Source: an optimization exercise on an open RTL-to-GDS flow (aim: small area, a short achievable clock period and few clock cycles). Production flows keep margins and buffers that such runs may drop. Where RTL was checked, it was by simulation tests only, not by an equivalence proof against the original. Function not checked in run 3: the RTL went through the layout flow alone. No activity file was given, so power comes from the tool's default toggle rates.

==> flow/design.v <==
`timescale 1ns / 1ps
module RegisterFile(
    input wire clk,
    input wire rst,
    input wire we,
    input wire [4:0] wa,
    input wire [31:0] wd,
    input wire [4:0] ra1,
    input wire [4:0] ra2,
    output wire [31:0] rd1,
    output wire [31:0] rd2
    );
    reg [31:0] rf [1:31];
    wire [31:0] wdm = rst ? 32'b0 : wd;
    genvar i;
    generate
        for (i = 1; i < 32; i = i + 1) begin : g_reg
            always @(posedge clk)
                if (rst || (we && wa == i)) rf[i] <= wdm;
        end
    endgenerate
    assign rd1 = (ra1 == 5'd0) ? 32'b0 : rf[ra1];
    assign rd2 = (ra2 == 5'd0) ? 32'b0 : rf[ra2];
endmodule
`timescale 1ns / 1ps
module RV32Core(
    input wire CPU_CLK,
    input wire CPU_RST,
    output wire [31:0] IM_Addr,
    input wire [31:0] IM_RData,
    output wire [31:0] DM_Addr,
    output wire [3:0] DM_WE,
    output wire [31:0] DM_WData,
    input wire [31:0] DM_RData
    );
    wire clk = CPU_CLK;
    wire rst = CPU_RST;
    reg  [31:2] pc_f;            
    reg  [31:2] pc_d;            
    reg         v_d;             
    reg  [31:0] rs1v_e, rs2v_e;  
    reg  [31:0] imm_e;
    reg  [31:2] pc_e;
    reg  [4:0]  rd_e;
    reg         we_e, ld_e, st_e, br_e, jalr_e;
    reg  [3:0]  fa_e, fb_e;      
    reg         apc_e, azero_e, bimm_e, sub_e, sra_e, addonly_e, link_e;
    reg  [2:0]  f3_e;
    reg  [31:0] res_m, wdat_m;
    reg  [3:0]  dmwe_m;
    reg  [4:0]  rd_m;
    reg         we_m, ld_m;
    reg  [2:0]  f3_m;
    reg  [31:0] res_w;
    reg  [4:0]  rd_w;
    reg         we_w, ld_w;
    reg  [2:0]  f3_w;
    reg  [31:0] res_x;
    assign IM_Addr  = {pc_f, 2'b00};
    assign DM_Addr  = res_m;
    assign DM_WE    = dmwe_m;
    assign DM_WData = wdat_m;
    wire [15:0] ld_half = res_w[1] ? DM_RData[31:16] : DM_RData[15:0];
    wire [7:0]  ld_byte = res_w[0] ? ld_half[15:8] : ld_half[7:0];
    wire        ld_sgn  = ~f3_w[2] & (f3_w[0] ? ld_half[15] : ld_byte[7]);
    wire [31:0] ld_val  = f3_w[1] ? DM_RData :
                          f3_w[0] ? {{16{ld_sgn}}, ld_half} :
                                    {{24{ld_sgn}}, ld_byte};
    wire [31:0] wb_val  = ld_w ? ld_val : res_w;
    wire [31:0] ins = IM_RData;
    wire [4:0]  op  = ins[6:2];
    wire [4:0]  rd  = ins[11:7];
    wire [4:0]  rs1 = ins[19:15];
    wire [4:0]  rs2 = ins[24:20];
    wire [2:0]  f3  = ins[14:12];
    wire is_jal    =  op[4] &  op[1];
    wire is_jalr   =  op[4] & ~op[1] &  op[0];
    wire is_br     =  op[4] & ~op[0];
    wire is_load   = ~op[4] & ~op[3] & ~op[2];
    wire is_store  = ~op[4] &  op[3] & ~op[2];
    wire is_opimm  = ~op[4] & ~op[3] &  op[2] & ~op[0];
    wire is_auipc  = ~op[4] & ~op[3] &  op[2] &  op[0];
    wire is_op     = ~op[4] &  op[3] &  op[2] & ~op[0];
    wire is_lui    = ~op[4] &  op[3] &  op[2] &  op[0];
    wire use1      = ~op[0] | is_jalr;
    wire use2      =  op[3] & ~op[0];
    wire wr        = ~is_br & ~is_store & (rd != 5'd0);
    wire [31:0] imm_i = {{21{ins[31]}}, ins[30:20]};
    wire [31:0] imm_s = {{21{ins[31]}}, ins[30:25], ins[11:7]};
    wire [31:0] imm_b = {{20{ins[31]}}, ins[7], ins[30:25], ins[11:8], 1'b0};
    wire [31:0] imm_u = {ins[31:12], 12'b0};
    wire [31:0] imm_d = is_store ? imm_s :
                        is_br    ? imm_b :
                        (is_lui | is_auipc) ? imm_u : imm_i;
    wire [31:2] jal_off = {{12{ins[31]}}, ins[19:12], ins[20], ins[30:22]};
    wire [31:2] jal_tgt = pc_d + jal_off;
    wire [31:0] rf1, rf2;
    RegisterFile RegisterFile1(
        .clk(clk), .rst(rst),
        .we(we_w), .wa(rd_w), .wd(wb_val),
        .ra1(rs1), .ra2(rs2),
        .rd1(rf1), .rd2(rf2)
    );
    wire a_m = we_e & (rd_e == rs1);
    wire a_w = we_m & (rd_m == rs1);
    wire a_x = we_w & (rd_w == rs1);
    wire b_m = we_e & (rd_e == rs2);
    wire b_w = we_m & (rd_m == rs2);
    wire b_x = we_w & (rd_w == rs2);
    wire lu  = (use1 & ((a_m & ld_e) | (~a_m & a_w & ld_m))) |
               (use2 & ((b_m & ld_e) | (~b_m & b_w & ld_m)));
    wire [31:0] fwd_a = ({32{fa_e[0]}} & rs1v_e) | ({32{fa_e[1]}} & res_m) |
                        ({32{fa_e[2]}} & res_w)  | ({32{fa_e[3]}} & res_x);
    wire [31:0] fwd_b = ({32{fb_e[0]}} & rs2v_e) | ({32{fb_e[1]}} & res_m) |
                        ({32{fb_e[2]}} & res_w)  | ({32{fb_e[3]}} & res_x);
    wire [31:0] alu_a = apc_e ? {pc_e, 2'b00} : (azero_e ? 32'b0 : fwd_a);
    wire [31:0] alu_b = bimm_e ? imm_e : fwd_b;
    wire [32:0] sum   = {1'b0, alu_a} + {1'b0, alu_b ^ {32{sub_e}}} + {32'b0, sub_e};
    wire        eq    = (fwd_a == fwd_b);
    wire        ltu   = ~sum[32];
    wire        lts   = (alu_a[31] ^ alu_b[31]) ? alu_a[31] : sum[31];
    wire        shl   = ~f3_e[2];
    reg  [31:0] sh_in_r, sh_out_r;
    integer k;
    always @(*) begin
        for (k = 0; k < 32; k = k + 1) sh_in_r[k] = shl ? alu_a[31-k] : alu_a[k];
    end
    wire [31:0] sh_r  = $signed({sra_e & alu_a[31], sh_in_r}) >>> alu_b[4:0];
    always @(*) begin
        for (k = 0; k < 32; k = k + 1) sh_out_r[k] = shl ? sh_r[31-k] : sh_r[k];
    end
    reg [31:0] alu_out;
    always @(*) begin
        if (addonly_e) alu_out = sum[31:0];
        else case (f3_e)
            3'b000: alu_out = sum[31:0];
            3'b001: alu_out = sh_out_r;
            3'b010: alu_out = {31'b0, lts};
            3'b011: alu_out = {31'b0, ltu};
            3'b100: alu_out = alu_a ^ alu_b;
            3'b101: alu_out = sh_out_r;
            3'b110: alu_out = alu_a | alu_b;
            default: alu_out = alu_a & alu_b;
        endcase
    end
    wire [31:0] res_e = link_e ? {pc_d, 2'b00} : alu_out;
    reg cond;
    always @(*) begin
        case (f3_e)
            3'b000: cond = eq;
            3'b001: cond = ~eq;
            3'b100: cond = lts;
            3'b101: cond = ~lts;
            3'b110: cond = ltu;
            default: cond = ~ltu;
        endcase
    end
    wire [31:2] br_tgt = pc_e + imm_e[31:2];
    wire        take_br = br_e & cond;
    wire        redir_e = take_br | jalr_e;
    wire [3:0]  st_we = f3_e[1] ? 4'b1111 :
                        f3_e[0] ? (sum[1] ? 4'b1100 : 4'b0011) :
                                  (4'b0001 << sum[1:0]);
    wire [31:0] st_dat = f3_e[1] ? fwd_b :
                         f3_e[0] ? {2{fwd_b[15:0]}} : {4{fwd_b[7:0]}};
    wire dv      = v_d & ~redir_e;           
    wire replay  = dv & lu;
    wire jal_go  = dv & ~lu & is_jal;
    wire issue   = dv & ~lu;
    always @(posedge clk) begin
        if (rst)          pc_f <= 30'b0;
        else if (redir_e) pc_f <= take_br ? br_tgt : sum[31:2];
        else if (replay)  pc_f <= pc_d;
        else if (jal_go)  pc_f <= jal_tgt;
        else              pc_f <= pc_f + 30'd1;
        pc_d <= pc_f;
        v_d  <= ~rst & ~redir_e & ~replay & ~jal_go;
        rs1v_e  <= rf1;
        rs2v_e  <= rf2;
        imm_e   <= imm_d;
        pc_e    <= pc_d;
        rd_e    <= rd;
        we_e    <= ~rst & issue & wr;
        ld_e    <= ~rst & issue & is_load;
        st_e    <= ~rst & issue & is_store;
        br_e    <= ~rst & issue & is_br;
        jalr_e  <= ~rst & issue & is_jalr;
        fa_e    <= {a_x & ~a_w & ~a_m, a_w & ~a_m, a_m, ~a_m & ~a_w & ~a_x};
        fb_e    <= {b_x & ~b_w & ~b_m, b_w & ~b_m, b_m, ~b_m & ~b_w & ~b_x};
        apc_e   <= is_auipc;
        azero_e <= is_lui;
        bimm_e  <= ~is_op & ~is_br;
        sub_e   <= is_br | ((is_op | is_opimm) & (f3 == 3'b010 || f3 == 3'b011)) |
                   (is_op & f3 == 3'b000 & ins[30]);
        sra_e   <= ins[30];
        addonly_e <= ~is_op & ~is_opimm;
        link_e  <= is_jal | is_jalr;
        f3_e    <= f3;
        res_m  <= res_e;
        wdat_m <= st_dat;
        dmwe_m <= (~rst & st_e) ? st_we : 4'b0000;
        rd_m   <= rd_e;
        we_m   <= ~rst & we_e;
        ld_m   <= ~rst & ld_e;
        f3_m   <= f3_e;
        res_w  <= res_m;
        rd_w   <= rd_m;
        we_w   <= ~rst & we_m;
        ld_w   <= ld_m;
        f3_w   <= f3_m;
        res_x  <= wb_val;
    end
endmodule
==> flow/run.sh <==
#!/bin/bash
# synth_recipe.tcl (not shown) runs the flow's synth.tcl, then flattens the netlist and writes it again
# the make line also repeats each setting of config.mk as NAME=value (left out here)
make -C /OpenROAD-flow-scripts/flow DESIGN_CONFIG=/design/flow/config.mk WORK_HOME=/design/flow/orfs CLKGATE_MAP_FILE= SYNTH_SCRIPT=/design/flow/synth_recipe.tcl finish
==> flow/config.mk <==
export PLATFORM = sky130hd
export DESIGN_NAME = RV32Core
export DESIGN_NICKNAME = RV32Core
export VERILOG_FILES = /design/flow/design.v
export SDC_FILE = /design/flow/constraint.sdc
export NUM_CORES = 4
export LEC_CHECK = 0
export CAP_MARGIN = 20
export CORE_MARGIN = 2
export CORE_UTILIZATION = 25
export PLACE_DENSITY = 0.5
export SLEW_MARGIN = 20
==> flow/constraint.sdc <==
create_clock -name core_clock -period 10.0 [get_ports {CPU_CLK}]
set_input_delay 2.0000 -clock core_clock [delete_from_list [all_inputs] [get_ports {CPU_CLK}]]
set_output_delay 2.0000 -clock core_clock [all_outputs]
set_load 0.01 [all_outputs]
==> results of run 1 <==
## critical path, delay by kind of cell (launching register included)
kind | cells | cell delay, ps
AO/OA/AOI/OAI | 13 | 2830
XOR/XNOR | 1 | 230
adder cells (fa/ha/maj) | 1 | 420
buffers and inverters | 1 | 410
flip-flops | 1 | 960
AND/OR/NAND/NOR | 3 | 1450
## layer usage
layer  track usage  part of all wire  up-vias
li1              -                 -    22600
met2         0.378              0.42     5430
met3        0.0914              0.14     1371
met1         0.313              0.36    28800
met5       0.00110           0.00073        -
met4         0.150             0.074       30
## cells by family (layout without fill, tap and decap cells)
kind of cell	count (synthesis)	after routing
buffers and inverters	528	751
flip-flops	1359	1359
adder cells (fa/ha/maj)	149	149
multiplexers	117	117
AND/OR/NAND/NOR	1251	1251
XOR/XNOR	212	212
other	1	16
AO/OA/AOI/OAI	1975	1975
## where the power goes
group	leakage [nW]	switching [W]	internal (W)
Combinational	11.5	0.00278	0.00123
Clock	2.34	0.00244	0.00315
Sequential	13.2	0.000841	0.00732
Total	27.1	0.00606	0.0117
## layout by cell type (no fill, tap or decap), types with 27 or more instances in the layout
cell / Yosys / layout
buf_4: 5 / 195
edfxtp_1: 992 / 992
a222oi_1: 66 / 66
nor2_1: 282 / 219
nand3_1: 174 / 174
nor2b_1: 38 / 38
inv_1: 121 / 120
a21o_1: 65 / 62
a221oi_1: 254 / 254
a21oi_1: 337 / 337
nand2b_1: 27 / 27
nor4_1: 32 / 31
nand4_1: 135 / 135
nor3_1: 94 / 93
mux2i_1: 59 / 59
clkbuf_16: 0 / 148
a211oi_1: 32 / 32
nor2_4: 0 / 62
o21ai_0: 177 / 168
dfxtp_1: 367 / 362
ha_1: 142 / 142
xor2_1: 73 / 73
a31oi_1: 48 / 48
mux4_2: 39 / 39
xnor2_1: 134 / 134
clkdlybuf4s50_1: 0 / 159
and2_1: 48 / 46
nand2_1: 333 / 324
a22oi_1: 521 / 521
a22o_1: 258 / 258
## final timing paths
check,endpoint,slack [ps],cells past startpoint
min reg2reg,f3_w[1]$_DFF_P_,330,0
max,pc_f[7]$_SDFF_PP0_,3540,19
min,f3_w[1]$_DFF_P_,330,0
max reg2reg,pc_f[7]$_SDFF_PP0_,3540,19
## sequential cells by signal (all words and copies together), names as in the netlist, 32 cells and up
name	cells
RegisterFile1.rf	992
imm_e	32
res_m	32
res_w	32
res_x	32
rs1v_e	32
rs2v_e	32
wdat_m	32
## through the flow
step	utilization	cell area (µm²)
floorplan	-	65200
finish	0.296	76700
detailed placement	0.277	71900
CTS	0.296	76700
global route	0.296	76700
global placement	0.277	71900
## cell type report
cell class / instances / area (µm²)
fill: 26200 / 183000
tap: 3402 / 4260
sequential: 1359 / 37100
antenna: 14 / 35.0
clock inverter: 82 / 951
inverter: 130 / 489
multi-input combinational: 3706 / 26800
clock buffer: 174 / 3860
timing repair buffer: 365 / 3240
==> flow_summary_export.csv, run 1 <==
group,metric,value,unit
outcome,status,"finished clean",
detailed_routing,firstDrtPassIters,13,
detailed_routing,detail_route.wl_per_cell,38.0,µm
global_route,grt_use_total,0.254,
synth,synth_top_family_by_area,"compound AO/OA/AOI/OAI gates",
sta,fin_setup_tns,0,ps
synth,synth_area,0.0652,mm²
sta,setup_viol,0,
hold_path,hold_path_class,"register to register",
synth,synth_flop_cell,"edfxtp_1",
placement,place.gp.congestion,0.977,
critical_path,cp_cell_sequence,"buf_4 > a22oi_1 > nand3_1 > o21ai_0 > xnor2_1 > ha_1 > a21o_1 > a21oi_1 > o21bai_1 > a21oi_1 > o21bai_1 > a21o_1 > a221o_1 > a22o_1 > a211oi_2 > nand3_2 > nor2_2 > o221ai_1 > a221oi_1",
global_route,overflow,0,
critical_path,critPathKind,"register to register",
sta,slew_headroom,0.154,
synth,yosys.area.top_type,"edfxtp_1",
hold_path,hold_start,"f3_m[1]$_DFF_P_",
critical_path,max_stage_delay,960,ps
synth,synth.top_cells.by_area,"edfxtp_1, dfxtp_1, a22oi_1, a22o_1, a221oi_1",
critical_path,crit_required,10690,ps
final_layout,syn2layout_area_growth,17.7,%
floorplanning,fp-row-count,187,
sta,whs,334,ps
detailed_routing,ant_nets,0,
global_route,grt_max_degree,65,
critical_path,slowest_stage,"dfxtp_1",
clock_network,clkTransAtPathRegs,60,ps
critical_path,crit_arrival,7160,ps
clock_network,cts_hold_buf,0,
sta,rsz0062_at_grt,"no",
synth,synthDistinctLibCells,106,
floorplanning,die_h,515,µm
synth,synth_commonest_cells,"edfxtp_1, a22oi_1, dfxtp_1, a21oi_1, nand2_1",
final_layout,nNetsFinal,5916,
sta,slew_violations,0,
job,maxCapViolations,0,
clock_network,cts_tree,"yes",
pwr,power_per_cell_area,231,mW/mm²
synth,syn_avg_cell_area,11.7,µm²
detailed_routing,drt_wl_total,351000,µm
placement,place_ws,3280,ps
clock_network,cts_num_sinks,1359,
synth,synth_xor_area_frac,0.0291,
placement,port_buffers,161,
clock_network,cts.repair.resized,0,
synth,ys_ff_latch,1359,
critical_path,r2r-start,"fb_e[2]$_DFF_P_",
critical_path,end_kind,"register",
floorplanning,die_w,515,µm
sta,post-route-period-util,0.646,
synth,synth_compound_area_frac,0.223,
placement,place_inst,8961,
synth,synthAdderAreaFrac,0.0288,
placement,dp_hpwl,217000,µm
critical_path,startpoint,"fb_e[2]$_DFF_P_",
clock_network,cts_buffers,143,
clock_network,cts_max_level,4,
sta,finalHoldViolCount,0,
detailed_routing,vias,58200,
detailed_routing,via_per_inst,6.31,
global_route,grt_pass1_vias,54100,
clock_network,clock-root-buffer,"clkbuf_16",
critical_path,path_max_fanout,30,
pwr,ir_worst_vdd,0.000192,V
detailed_routing,drt_iter0_drc,11500,
sta,post-route-min-period,6460,ps
global_route,antenna_found_initial,35,
floorplanning,core,0.259,mm²
critical_path,worstSetupStartpointType,"register",
clock_network,postCtsSetupRepairBufs,0,
sta,tightestPinTransition,1270,ps
pwr,leakagePower,27.1,nW
synth,yosysWarnings,35,
clock_network,clock_latency,820,ps
synth,yosysSeqAreaShare,0.570,
synth,synthArstFlopShare,0,
global_route,grt_first_pass_wirelength,466000,µm
final_layout,stdcell_count,9232,
synth,synth.most_common_cell,"edfxtp_1",
floorplanning,dieArea,0.265,mm²
synth,synth-edff-count,992,
floorplanning,start_util,0.251,
pwr,power.total,0.0178,W
synth,yosysTopAreaCellShare,0.457,
synth,synthCells,5592,
clock_network,clockBufferDepth,3,
final_layout,drive_gt1_frac,0.109,
detailed_routing,drc,0,
floorplanning,io_pins,166,
synth,synth_mux_area_frac,0.0258,
sta,skew,44.1,ps
synth,synth-simple-area-share,0.0925,
sta,fin_ws,3540,ps
sta,fmax,155,MHz
Testbench counts, summed over its fixed seeds: cycles 87,574.
==> inputs of run 2 (changes only) <==
--- a/flow/config.mk
+++ b/flow/config.mk
@@ -11,2 +11,3 @@
 export PLACE_DENSITY = 0.5
+export SETUP_SLACK_MARGIN = 5
 export SLEW_MARGIN = 20
==> flow_summary_export.csv, run 2 <==
group,metric,value,unit
placement,port_buffers,161,
synth,synthArstFlopShare,0,
global_route,grt_pass1_vias,54600,
detailed_routing,vias,59100,
sta,post-route-min-period,5210,ps
critical_path,startpoint,"IM_RData[19]",
critical_path,cp_cell_sequence,"clkdlybuf4s50_1 > buf_6 > nand2b_1 > nor2_4 > buf_4 > a22o_1 > a221oi_1 > nand4_1 > nor3_1 > a21oi_1",
sta,tightestPinTransition,1240,ps
pwr,leakagePower,27.6,nW
clock_network,cts_num_sinks,1359,
sta,fmax,192,MHz
hold_path,hold_start,"f3_m[2]$_DFF_P_",
sta,whs,316,ps
floorplanning,dieArea,0.265,mm²
global_route,antenna_found_initial,35,
final_layout,largest_register_ffs,992,
critical_path,crit_arrival,5830,ps
job,maxCapViolations,0,
sta,setup_viol,0,
pwr,switchingPower,0.00619,W
detailed_routing,firstDrtPassIters,10,
final_layout,largest_register,"RegisterFile1.rf",
detailed_routing,drt_wl_total,359000,µm
synth,yosys.area.top_type,"edfxtp_1",
synth,synth.top_cells.by_area,"edfxtp_1, dfxtp_1, a22oi_1, a22o_1, a221oi_1",
sta,finalHoldViolCount,0,
sta,slew_headroom,0.173,
synth,synth_commonest_cells,"edfxtp_1, a22oi_1, dfxtp_1, a21oi_1, nand2_1",
clock_network,cts_tree,"yes",
detailed_routing,via_per_inst,6.36,
critical_path,path_max_fanout,21,
synth,yosysWarnings,35,
critical_path,max_stage_delay,830,ps
critical_path,worstSetupStartpointType,"input pin",
sta,slew_violations,0,
final_layout,nNetsFinal,5969,
global_route,grt_use_total,0.260,
synth,yosysSeqAreaShare,0.570,
hold_path,hold_path_class,"register to register",
synth,syn_avg_cell_area,11.7,µm²
detailed_routing,detail_route.wl_per_cell,38.6,µm
floorplanning,die_h,515,µm
critical_path,critPathKind,"input pin to register",
clock_network,clkTransAtPathRegs,70,ps
sta,skew,60.0,ps
floorplanning,start_util,0.251,
clock_network,cts_buffers,145,
synth,synthDistinctLibCells,106,
final_layout,syn2layout_area_growth,19.6,%
floorplanning,io_pins,166,
clock_network,cts_max_level,4,
floorplanning,die_w,515,µm
global_route,grt_first_pass_wirelength,476000,µm
critical_path,r2r-start,"res_m[19]$_DFF_P_",
sta,post-route-period-util,0.521,
pwr,pwr-share-comb,0.231,
clock_network,clockBufferDepth,3,
synth,synth_flop_cell,"edfxtp_1",
synth,synth.most_common_cell,"edfxtp_1",
critical_path,crit_required,10610,ps
pwr,p_sw_frac,0.345,
synth,yosysTopAreaCellShare,0.457,
global_route,grt_max_degree,65,
critical_path,end_kind,"register",
outcome,status,"finished clean",
synth,synth-edff-count,992,
pwr,ir_worst_vdd,0.000191,V
synth,synthCells,5592,
pwr,pwr-share-clk,0.314,
clock_network,clock-root-buffer,"clkbuf_16",
pwr,internal_power,0.0117,W
synth,synth_area,0.0652,mm²
global_route,overflow,0,
critical_path,slowest_stage,"nor2_4",
pwr,seqPwrFrac,0.455,
sta,rsz0062_at_grt,"yes",
placement,dp_hpwl,220000,µm
floorplanning,core,0.259,mm²
floorplanning,fp-row-count,187,
sta,fin_setup_tns,0,ps
detailed_routing,drt_iter0_drc,11000,
detailed_routing,ant_nets,0,
detailed_routing,drc,0,
final_layout,drive_gt1_frac,0.136,
pwr,power_per_cell_area,230,mW/mm²
placement,place.gp.congestion,0.971,
final_layout,mostFrequentLayoutCell,"edfxtp_1",
final_layout,layout_common_cells,"edfxtp_1, a22oi_1, dfxtp_1",
synth,ys_ff_latch,1359,
clock_network,clock_latency,830,ps
==> run 2: cell counts after synthesis <==
Identical to the previous run, type by type.
==> run 2: layout make-up <==
class,count,area (µm²)
Tap cell,3402,4260
Clock inverter,80,962
Sequential cell,1359,37200
Antenna cell,17,42.5
Timing Repair Buffer,413,3860
Fill cell,26100,182000
Inverter,130,508
Timing Repair inverter,1,5.00
Clock buffer,189,3930
Multi-Input combinational cell,3708,27200
==> run 2: worst max-delay path: cells and delay by family <==
family / cells / cell delay [ps]
buffers and inverters: 3 / 1370
AO/OA/AOI/OAI: 3 / 860
AND/OR/NAND/NOR: 4 / 1540
==> run 2: power groups by stage <==
stage          Clock [W]  Sequential [W]  Combinational (W)
2_1_floorplan          0         0.00785            0.00208
3_3_place_gp           0         0.00821            0.00388
3_5_place_dp           0         0.00821            0.00389
4_1_cts          0.00562         0.00811            0.00394
5_1_grt          0.00584         0.00822            0.00429
6_report         0.00562         0.00816            0.00415
==> run 2: stage by stage <==
step,power (W),std cells,cell area [µm²],worst slack (ps),utilization
6_report,0.0179,9299,78000,4790,0.300
3_3_place_gp,0.0121,8972,72000,3320,0.277
2_1_floorplan,0.00993,5593,65200,5090,-
5_1_grt,0.0184,9283,77900,4970,0.300
4_1_cts,0.0177,9259,77400,5000,0.298
3_5_place_dp,0.0121,8972,72000,3280,0.277
==> run 2: path summary, 6_finish.rpt <==
path | end | slack [ps] | cells past startpoint
max | rs1v_e[18]$_SDFF_PN0_ | 4790 | 10
min | f3_w[2]$_DFF_P_ | 320 | 0
min reg2reg | f3_w[2]$_DFF_P_ | 320 | 0
max reg2reg | pc_f[31]$_SDFF_PP0_ | 5090 | 16
==> run 2: cell families (layout without fill, tap and decap cells) <==
group | after synthesis | count (layout) | share of synthesized area
compound gates | 1975 | 1975 | 0.223
flops | 1359 | 1359 | 0.570
simple gates | 1251 | 1253 | 0.0925
buf+inv | 528 | 813 | 0.0311
xor+xnor | 212 | 212 | 0.0291
fa+ha+maj | 149 | 149 | 0.0288
mux | 117 | 117 | 0.0258
other cells | 1 | 19 | 0.0000575
==> run 2: metal layers <==
layer	up-vias	track usage	wire length [µm]
met5	-	0.00201	167
met1	29400	0.323	130000
met3	1498	0.0907	51000
li1	22700	-	-
met4	17	0.163	29200
met2	5519	0.381	149000
==> run 2: what timing repair did <==
action,CTS,global route
gates resized for setup,116,106
endpoints found under the setup margin,320,422
buffers inserted,14,20
pin swaps,10,19
hold buffers,0,0
cloned,4,2
==> inputs of run 3 (changes only) <==
--- a/flow/design.v
+++ b/flow/design.v
@@ -38,2 +38,5 @@
     reg  [31:2] pc_f;            
+    reg  [31:2] pc_i;            
+    reg         v_i;             
+    reg  [31:2] ir;              
     reg  [31:2] pc_d;            
@@ -41,4 +44,3 @@
     reg  [31:0] rs1v_e, rs2v_e;  
-    reg  [31:0] imm_e;
-    reg  [31:2] pc_e;
+    reg  [31:0] imm_e;           
     reg  [4:0]  rd_e;
@@ -46,3 +48,3 @@
     reg  [3:0]  fa_e, fb_e;      
-    reg         apc_e, azero_e, bimm_e, sub_e, sra_e, addonly_e, link_e;
+    reg         azero_e, bimm_e, sub_e, sra_e, addonly_e, link_e;
     reg  [2:0]  f3_e;
@@ -58,2 +60,4 @@
     reg  [31:0] res_x;
+    reg  [4:0]  rd_x;
+    reg         we_x;
     assign IM_Addr  = {pc_f, 2'b00};
@@ -69,3 +73,3 @@
     wire [31:0] wb_val  = ld_w ? ld_val : res_w;
-    wire [31:0] ins = IM_RData;
+    wire [31:0] ins = {ir, 2'b11};
     wire [4:0]  op  = ins[6:2];
@@ -89,9 +93,11 @@
     wire [31:0] imm_s = {{21{ins[31]}}, ins[30:25], ins[11:7]};
-    wire [31:0] imm_b = {{20{ins[31]}}, ins[7], ins[30:25], ins[11:8], 1'b0};
     wire [31:0] imm_u = {ins[31:12], 12'b0};
+    wire [31:2] off_j = {{12{ins[31]}}, ins[19:12], ins[20], ins[30:22]};
+    wire [31:2] off_b = {{20{ins[31]}}, ins[7], ins[30:25], ins[11:9]};
+    wire [31:2] off_u = {ins[31:12], 10'b0};
+    wire [31:2] off   = op[1] ? off_j : (op[4] ? off_b : off_u);
+    wire [31:2] tgt_d = pc_d + off;
     wire [31:0] imm_d = is_store ? imm_s :
-                        is_br    ? imm_b :
-                        (is_lui | is_auipc) ? imm_u : imm_i;
-    wire [31:2] jal_off = {{12{ins[31]}}, ins[19:12], ins[20], ins[30:22]};
-    wire [31:2] jal_tgt = pc_d + jal_off;
+                        (is_br | is_auipc) ? {tgt_d, 2'b00} :
+                        is_lui ? imm_u : imm_i;
     wire [31:0] rf1, rf2;
@@ -99,3 +105,3 @@
         .clk(clk), .rst(rst),
-        .we(we_w), .wa(rd_w), .wd(wb_val),
+        .we(we_x), .wa(rd_x), .wd(res_x),
         .ra1(rs1), .ra2(rs2),
@@ -103,2 +109,4 @@
     );
+    wire [31:0] rv1 = (we_x && rd_x == rs1) ? res_x : rf1;
+    wire [31:0] rv2 = (we_x && rd_x == rs2) ? res_x : rf2;
     wire a_m = we_e & (rd_e == rs1);
@@ -115,3 +123,3 @@
                         ({32{fb_e[2]}} & res_w)  | ({32{fb_e[3]}} & res_x);
-    wire [31:0] alu_a = apc_e ? {pc_e, 2'b00} : (azero_e ? 32'b0 : fwd_a);
+    wire [31:0] alu_a = azero_e ? 32'b0 : fwd_a;
     wire [31:0] alu_b = bimm_e ? imm_e : fwd_b;
@@ -157,3 +165,2 @@
     end
-    wire [31:2] br_tgt = pc_e + imm_e[31:2];
     wire        take_br = br_e & cond;
@@ -169,14 +176,17 @@
     wire issue   = dv & ~lu;
+    wire flush   = rst | redir_e | replay | jal_go;
     always @(posedge clk) begin
         if (rst)          pc_f <= 30'b0;
-        else if (redir_e) pc_f <= take_br ? br_tgt : sum[31:2];
+        else if (redir_e) pc_f <= take_br ? imm_e[31:2] : sum[31:2];
         else if (replay)  pc_f <= pc_d;
-        else if (jal_go)  pc_f <= jal_tgt;
+        else if (jal_go)  pc_f <= tgt_d;
         else              pc_f <= pc_f + 30'd1;
-        pc_d <= pc_f;
-        v_d  <= ~rst & ~redir_e & ~replay & ~jal_go;
-        rs1v_e  <= rf1;
-        rs2v_e  <= rf2;
+        pc_i <= pc_f;
+        v_i  <= ~flush;
+        ir   <= IM_RData[31:2];
+        pc_d <= pc_i;
+        v_d  <= ~flush & v_i;
+        rs1v_e  <= rv1;
+        rs2v_e  <= rv2;
         imm_e   <= imm_d;
-        pc_e    <= pc_d;
         rd_e    <= rd;
@@ -189,4 +199,3 @@
         fb_e    <= {b_x & ~b_w & ~b_m, b_w & ~b_m, b_m, ~b_m & ~b_w & ~b_x};
-        apc_e   <= is_auipc;
-        azero_e <= is_lui;
+        azero_e <= is_lui | is_auipc;
         bimm_e  <= ~is_op & ~is_br;
@@ -211,2 +220,4 @@
         res_x  <= wb_val;
+        rd_x   <= rd_w;
+        we_x   <= ~rst & we_w;
     end
==> flow/flow/run.sh (new file) <==
#!/bin/bash
set -euo pipefail
bash standard.sh SETUP_SLACK_MARGIN=${MARGIN:-6.5} finish > standard_flow.log 2>&1
==> flow/standard.sh (new file) <==
#!/bin/bash
# synth_recipe.tcl (not shown) runs the flow's synth.tcl, then flattens the netlist and writes it again
# the make line also repeats each setting of config.mk as NAME=value (left out here)
make -C /OpenROAD-flow-scripts/flow DESIGN_CONFIG=/design/flow/config.mk WORK_HOME=/design/flow/orfs CLKGATE_MAP_FILE= SYNTH_SCRIPT=/design/flow/synth_recipe.tcl "${@:-finish}"
removed: flow/run.sh
==> flow_summary_export.csv, run 3 <==
group,metric,value,unit
synth,synth.most_common_cell,"edfxtp_1",
detailed_routing,drt_wl_total,356000,µm
pwr,internal_power,0.0129,W
final_layout,layout_common_cells,"edfxtp_1, a22oi_1, buf_4",
placement,placed_area,0.0725,mm²
pwr,power_per_cell_area,231,mW/mm²
synth,synth_flop_cell,"edfxtp_1",
clock_network,cts_tree,"yes",
clock_network,cts_buffers,160,
sta,skew,74.7,ps
final_layout,largest_register,"RegisterFile1.rf",
critical_path,worstSetupStartpointType,"register",
detailed_routing,drc,0,
critical_path,r2r-start,"fb_e[3]$_DFF_P_",
pwr,switchingPower,0.00648,W
detailed_routing,vias,60200,
final_layout,drive_gt1_frac,0.240,
global_route,grt_max_degree,65,
synth,synth.top_cells.by_area,"edfxtp_1, dfxtp_1, a22oi_1, a22o_1, a21oi_1",
detailed_routing,via_per_inst,6.24,
final_layout,nNetsFinal,6197,
sta,whs,325,ps
hold_path,hold_path_class,"register to register",
detailed_routing,detail_route.wl_per_cell,36.9,µm
clock_network,cts_max_level,4,
synth,synth-edff-count,992,
pwr,pwr-share-comb,0.245,
pwr,leakagePower,29.8,nW
critical_path,crit_end,"pc_f[8]$_SDFF_PP0_",
critical_path,crit_top_cell,"buf_12",
detailed_routing,firstDrtPassIters,10,
placement,place.gp.congestion,0.959,
sta,tightestPinTransition,1090,ps
critical_path,critPathKind,"register to register",
floorplanning,core,0.262,mm²
synth,synthCells,5580,
sta,rsz0062_at_grt,"yes",
sta,setup_viol,0,
synth,yosysTopAreaCellShare,0.454,
synth,synth_commonest_cells,"edfxtp_1, a22oi_1, dfxtp_1, a21oi_1, clkbuf_1",
clock_network,clock_latency,860,ps
sta,slew_violations,0,
sta,fmax,210,MHz
final_layout,utilization,0.321,
global_route,grt_first_pass_wirelength,477000,µm
placement,dp_hpwl,206000,µm
final_layout,mostFrequentLayoutCell,"edfxtp_1",
critical_path,end_kind,"register",
sta,post-route-period-util,0.477,
global_route,grt_pass1_vias,56800,
floorplanning,dieArea,0.266,mm²
sta,post-route-min-period,4770,ps
critical_path,crit_arrival,5500,ps
critical_path,crit_required,10720,ps
critical_path,reg2reg_depth,20,
floorplanning,fp-row-count,188,
floorplanning,start_util,0.251,
clock_network,clock-root-buffer,"clkbuf_16",
synth,yosys.area.top_type,"edfxtp_1",
pwr,pwr-share-clk,0.323,
pwr,p_sw_frac,0.335,
final_layout,post-route-cell-area,0.0840,mm²
floorplanning,die_h,516,µm
synth,synth_area,0.0656,mm²
detailed_routing,ant_nets,0,
clock_network,clkTransAtPathRegs,60,ps
sta,slew_headroom,0.275,
sta,finalHoldViolCount,0,
floorplanning,die_w,516,µm
final_layout,largest_register_ffs,992,
critical_path,slowest_stage,"or3_4",
global_route,antenna_found_initial,25,
sta,fin_setup_tns,0,ps
synth,yosysWarnings,35,
placement,port_buffers,161,
floorplanning,io_pins,166,
final_layout,syn2layout_area_growth,28.0,%
pwr,ir_worst_vdd,0.000191,V
outcome,status,"finished clean",
global_route,overflow,0,
critical_path,r2r_setup_slack,5230,ps
critical_path,r2r_end,"pc_f[8]$_SDFF_PP0_",
pwr,seqPwrFrac,0.432,
synth,yosysSeqAreaShare,0.577,
critical_path,cp_cell_sequence,"buf_12 > a22o_4 > o31a_1 > buf_12 > mux2_4 > inv_2 > fa_2 > nor2b_4 > o31a_1 > o211ai_1 > buf_4 > a211oi_2 > o32a_1 > a22o_1 > or3_4 > o21ai_4 > buf_12 > nor2_4 > buf_12 > a2111oi_4",
clock_network,clockBufferDepth,3,
global_route,grt_use_total,0.257,
synth,syn_avg_cell_area,11.8,µm²
synth,synthArstFlopShare,0,
detailed_routing,drt_iter0_drc,10800,
critical_path,path_max_fanout,7,
critical_path,startpoint,"fb_e[3]$_DFF_P_",
job,maxCapViolations,0,
synth,synthDistinctLibCells,93,
synth,ys_ff_latch,1395,
critical_path,max_stage_delay,480,ps
clock_network,cts_num_sinks,1395,
-- run 3: cells by family after synthesis --
kind of cell,synth area share
compound gates,0.234
flops,0.577
simple gates,0.0881
buf+inv,0.0324
xor+xnor,0.0206
fa+ha+maj,0.0245
mux,0.0238
other cells,0.0000572
-- run 3: layout make-up --
cell class,count,area (µm²)
fillers,26200,178000
flip-flops and latches,1395,38100
multi-input cells,3650,28900
repair buffers,680,6420
well taps,3515,4400
clock buffers,201,4290
clock inverters,92,1280
inverters,113,502
repair inverters,4,41.3
diodes,7,17.5
-- run 3: critical path: cells and delay by family, from the launching register on --
kind,cells,cell delay (ps)
AOI/OAI and AO/OA,9,2200
DFF,1,390
adders and majority gates,1,230
and+or+nand+nor,3,600
muxes,1,330
buffers and inverters,6,910
-- run 3: layer usage --
layer	up-vias	track usage	wire length (µm)	share of wire
li1	23400	-	-	-
met1	29700	0.319	126000	0.36
met2	5521	0.380	148000	0.42
met3	1571	0.0855	51900	0.15
met4	16	0.165	29600	0.083
met5	-	0	106	0.00030
-- run 3: how the worst min path moves through the flow --
stage                     slack, ps  cells after the start                to             start
after global placement          310                      0  pc_d[19]$_DFF_P_  pc_i[19]$_DFF_P_
after floorplan                 310                      0   f3_w[0]$_DFF_P_   f3_m[0]$_DFF_P_
after CTS                       330                      0   f3_w[1]$_DFF_P_   f3_m[1]$_DFF_P_
after detailed placement        310                      0  pc_d[21]$_DFF_P_  pc_i[21]$_DFF_P_
after global routing            330                      0  pc_d[13]$_DFF_P_  pc_i[13]$_DFF_P_
final                           320                      0  pc_d[28]$_DFF_P_  pc_i[28]$_DFF_P_
-- run 3: power by group through the flow --
stage	registers (W)	logic [W]	clock network, W
2_1_floorplan	0.00803	0.00196	0
3_3_place_gp	0.00843	0.00357	0
3_5_place_dp	0.00843	0.00358	0
4_1_cts	0.00831	0.00429	0.00630
5_1_grt	0.00843	0.00488	0.00652
6_report	0.00836	0.00474	0.00626
-- run 3: metrics by stage --
stage               worst slack [ps]  power [W]  std cells
detailed placement              2630     0.0120       9052
finish                          5230     0.0194       9657
global route                    5150     0.0198       9651
floorplan                       5520    0.00998       5581
global placement                2750     0.0120       9052
CTS                             5300     0.0189       9582
-- run 3: repair_timing --
item | 4_1_cts | 5_1_grt
gates resized for setup | 858 | 211
buffers inserted | 219 | 66
hold endpoints to repair | 0 | 0
setup endpoints to repair | 702 | 359
cloned | 18 | 1
pin swaps | 129 | 116
hold buffers | 0 | 0

==> what the ideal ports hide <==
Ports are ideal in the flow. The routed layouts listed here were re-timed in OpenROAD.
Step 1 (the two cells are an assumption about what drives the block):
set clk [get_ports {CPU_CLK}]
set_driving_cell -lib_cell sky130_fd_sc_hd__clkbuf_16 $clk
set_driving_cell -lib_cell sky130_fd_sc_hd__buf_2 [delete_from_list [all_inputs] $clk]
Step 2, shift: input delay + t, output delay - t, t = (earliest + latest rising clock arrival at the registers) / 2. This alone moves slack from input paths to output paths.
Three values: ideal, step 1, step 2; two values: the first two.
run | t (ns) | setup slack, ns | worst setup path after step 2 | worst slew at a driven data input, ns | pins driven straight from the clock port
run 1 | 0.883 | 3.537 / 3.537 / 3.115 | input to register | 0.18 | 1
run 2 | 0.898 | 4.790 / 4.853 / 3.955 | input to register | 0.17 | 1
run 3 | 0.918 | 5.229 / 5.229 / 5.229 | register to register | 0.07 | 1
After both steps setup and hold are still met in every run listed. The setup slack of run 2, which loses most, moves by +0.063 ns with the drivers and by -0.835 ns with both steps.
